This is an optimization exercise on Yosys and OpenROAD, whose aim is small area, a short achievable clock period and few clock cycles per item, not a production implementation. In this exercise RTL edits were held to simulation tests only and were not proved equivalent to the original. Power figures rest on the tool's default switching activity, not on a simulated workload.

== rev 12 ==
## barnsley
module barnsley #(
    parameter FP_WIDTH = 25,
    parameter FP_INT = 5
    ) (
    input  wire clk,
    input  wire reset,
    output wire [19:0] iter_max,
    input  wire iter_change,
    output reg  done,
    output wire complete,
    output wire signed [FP_WIDTH-1:0] xn,
    output reg  signed [FP_WIDTH-1:0] yn
    );
    reg  [13:0] n;           
    reg  [1:0]  lvl;         
    reg         iter_reg;
    always @(posedge clk)
        iter_reg <= iter_change;
    wire iter_button = iter_change & ~iter_reg;
    assign iter_max = (lvl == 2'd0) ? 20'd1000 :
                      (lvl == 2'd1) ? 20'd4000 :
                      (lvl == 2'd2) ? 20'd7000 : 20'd10000;
    assign complete = (n == iter_max[13:0]);
    wire gen = ~complete;
    wire [13:0] n_d = n + {13'd0, gen};
    wire [1:0] lvl_d = (iter_button && lvl != 2'd3) ? lvl + 2'd1 : lvl;
    wire hold = (n_d == ((lvl_d == 2'd0) ? 14'd1000 :
                         (lvl_d == 2'd1) ? 14'd4000 :
                         (lvl_d == 2'd2) ? 14'd7000 : 14'd10000));
    wire [17-1:0] ctl;
    random random_inst(.clk(clk), .reset(reset), .request(gen), .hold(hold), .ctl(ctl));
    reg  [23-1:0] x;
    assign xn = {{2{x[22]}}, x};
    wire [23-1:0] x_nxt;
    wire [FP_WIDTH-1:0] y_nxt;
    mul step_inst(.x(x), .y(yn), .ctl(ctl), .xo(x_nxt), .yo(y_nxt));
    always @(posedge clk or posedge reset) begin
        if (reset) begin
            n <= 0; done <= 0;
            lvl <= 0;
        end else begin
            lvl <= lvl_d;
            done <= gen;
            n <= n_d;
        end
    end
    always @(posedge clk) begin
        x  <= x_nxt;
        yn <= y_nxt;
    end
endmodule
clock: 15.0 ns
lec_check: 0
cap_margin: 20
core_margin: 2
core_utilization: 40
slew_margin: 20
synth_hierarchical: 1
standard.sh (not shown) runs the stock make flow with config.mk's settings and CLKGATE_MAP_FILE= SYNTH_SCRIPT=/design/flow/synth_recipe.tcl, a recipe that flattens the netlist after the stock synthesis.
==> flow/flow/run.sh <==
#!/bin/bash
set -e
cp standard.sh standard.sh.txt
export SETUP_SLACK_MARGIN=8.5
bash standard.sh > standard.log 2>&1
Testbench counts of rev 12, summed over its fixed seeds: cycles 80,000, points 80,000.
Modified inputs, rev 13 compared to rev 12
==> flow/flow/run.sh <==
#!/bin/bash
set -e
cp standard.sh standard.sh.txt
export SETUP_SLACK_MARGIN=9.5
bash standard.sh > standard.log 2>&1
[summary]
Relative to rev 12, static leakage has increased by 4.1% in rev 13.
Internal cell power (higher): rev 13
NOTE half-perimeter wire length after placement rev 12->rev 13 decreased slightly
Rev 12 → rev 13: met3 wire length rose 1.1 mm; number of logic inverters in the finished layout went up by 0.40%.
Changes observed in rev 13 relative to rev 12: core utilization picked up an extra 2.3 points, via count +about 1.7%.
Number of fillers in the final layout: rev 13 < rev 12
On post-detailed-routing wire length: between rev 13 and rev 12, it ends up higher for rev 13.

--- another note on this design; it stands on its own ---

==> v36: inputs <==
Design barnsley, start of the top module:
module barnsley #(
    parameter FP_WIDTH = 25,
    parameter FP_INT = 5
    ) (
    input  wire clk,
    input  wire reset,
    output wire [19:0] iter_max,
    input  wire iter_change,
    output reg  done,
    output wire complete,
    output wire signed [FP_WIDTH-1:0] xn,
    output reg  signed [FP_WIDTH-1:0] yn
    );
    reg  [13:0] n;           
    reg  [1:0]  lvl;         
    reg         iter_reg;
    always @(posedge clk)
        iter_reg <= iter_change;
    wire iter_button = iter_change & ~iter_reg;
    assign iter_max = (lvl == 2'd0) ? 20'd1000 :
                      (lvl == 2'd1) ? 20'd4000 :
                      (lvl == 2'd2) ? 20'd7000 : 20'd10000;
    assign complete = (n == iter_max[13:0]);
    wire gen = ~complete;
    wire [13:0] n_d = n + {13'd0, gen};
    wire [1:0] lvl_d = (iter_button && lvl != 2'd3) ? lvl + 2'd1 : lvl;
    wire hold = (n_d == ((lvl_d == 2'd0) ? 14'd1000 :
                         (lvl_d == 2'd1) ? 14'd4000 :
                         (lvl_d == 2'd2) ? 14'd7000 : 14'd10000));
    wire [31-1:0] ctl;
    random random_inst(.clk(clk), .reset(reset), .request(gen), .hold(hold), .ctl(ctl));
    reg  [23-1:0] x;
    assign xn = {{2{x[22]}}, x};
    wire [23-1:0] x_nxt;
    wire [FP_WIDTH-1:0] y_nxt;
    mul step_inst(.x(x), .y(yn), .ctl(ctl), .xo(x_nxt), .yo(y_nxt));
    always @(posedge clk or posedge reset) begin
        if (reset) begin
            n <= 0; done <= 0;
            lvl <= 0;
        end else begin
            lvl <= lvl_d;
            done <= gen;
            n <= n_d;
        end
    end
    always @(posedge clk) begin
        x  <= x_nxt;
        yn <= y_nxt;
    end
endmodule
Settings: LEC_CHECK=0, CAP_MARGIN=50, CORE_MARGIN=2, CORE_UTILIZATION=40, SLEW_MARGIN=75, SYNTH_HIERARCHICAL=1; clock period 15.0 ns.
run.sh (not shown) runs the stock make flow with config.mk's settings and CLKGATE_MAP_FILE= SYNTH_SCRIPT=/design/flow/synth_recipe.tcl, a recipe that flattens the netlist after the stock synthesis.
==> v11: changes against v36 <==
==> flow/flow/run.sh (new file) <==
#!/bin/bash
set -e
cp standard.sh standard.sh.txt
export SETUP_SLACK_MARGIN=8
bash standard.sh > standard.log 2>&1
==> flow/standard.sh (new file) <==
#!/bin/bash
# synth_recipe.tcl (not shown) runs the flow's synth.tcl, then flattens the netlist and writes it again
# the make line also repeats each setting of config.mk as NAME=value (left out here)
make -C /OpenROAD-flow-scripts/flow DESIGN_CONFIG=/design/flow/config.mk WORK_HOME=/design/flow/orfs CLKGATE_MAP_FILE= SYNTH_SCRIPT=/design/flow/synth_recipe.tcl "${@:-finish}"
removed: flow/run.sh
==> impl_metrics.json <==
{
  "status": "complete, no violations",
  "buf_share_pct": 5.56,
  "cp_num_cells": 20,
  "required_ns": 15.40,
  "multiInputGateArea_um2": 32000,
  "powerComb_mw": 0.116,
  "fin_worst_skew_ns": 0.0214,
  "hold_slack_ns": 0.478,
  "cts_setup_buffers": 1,
  "reg2reg_depth": 20,
  "critPathMaxStageDelay_ns": 0.57,
  "final_cells": 4916
}
The numbers above come from v11.

==> impl_metrics.json <==
{
  "reg2reg_depth": 25,
  "initial_utilization_pct": 40.4,
  "final_cells": 4904,
  "required_ns": 15.37,
  "cp_num_cells": 25,
  "io_pins": 75,
  "multiInputGateArea_um2": 31900,
  "fin_worst_skew_ns": 0.0226,
  "hold_slack_ns": 0.476,
  "reg2reg_to": "yn[21]",
  "status": "complete, no violations",
  "critPathMaxStageDelay_ns": 0.48
}
The numbers above come from v36.

Testbench counts of v36, summed over its fixed seeds: cycles 80,000, points 80,000.
Testbench counts of v11, summed over its fixed seeds: cycles 80,000, points 80,000.

afterwards: timing with drivers on the ports:
No port has a modelled driver above. Below, the same layouts with a new extraction and two added sets of constraints.
Step 1 assumes that a clkbuf_16 drives the clock port and a buf_2 every other input.
Step 2 adds t to the input delays and takes it off the output delays; t is the mean of the earliest and latest rising clock arrival at the registers after step 1. Input paths then give back, and output paths get back, about the clock's delay inside the block.
Slacks: ideal / step 1 / step 2; pairs: ideal / step 1.
run	t, ns	setup slack, ns	worst hold slack (ns)	clock arrival spread, ns
rev 12	0.542	8.522 / 8.522 / 8.522	0.551 / 0.551 / 0.551	0.031 / 0.031
rev 13	0.531	8.874 / 8.874 / 8.874	0.561 / 0.561 / 0.561	0.014 / 0.014
v36	0.558	7.811 / 7.811 / 7.811	0.476 / 0.476 / 0.476	0.023 / 0.023
v11	0.556	8.114 / 8.114 / 8.114	0.478 / 0.478 / 0.478	0.022 / 0.021
After both steps every run listed still meets setup and hold.
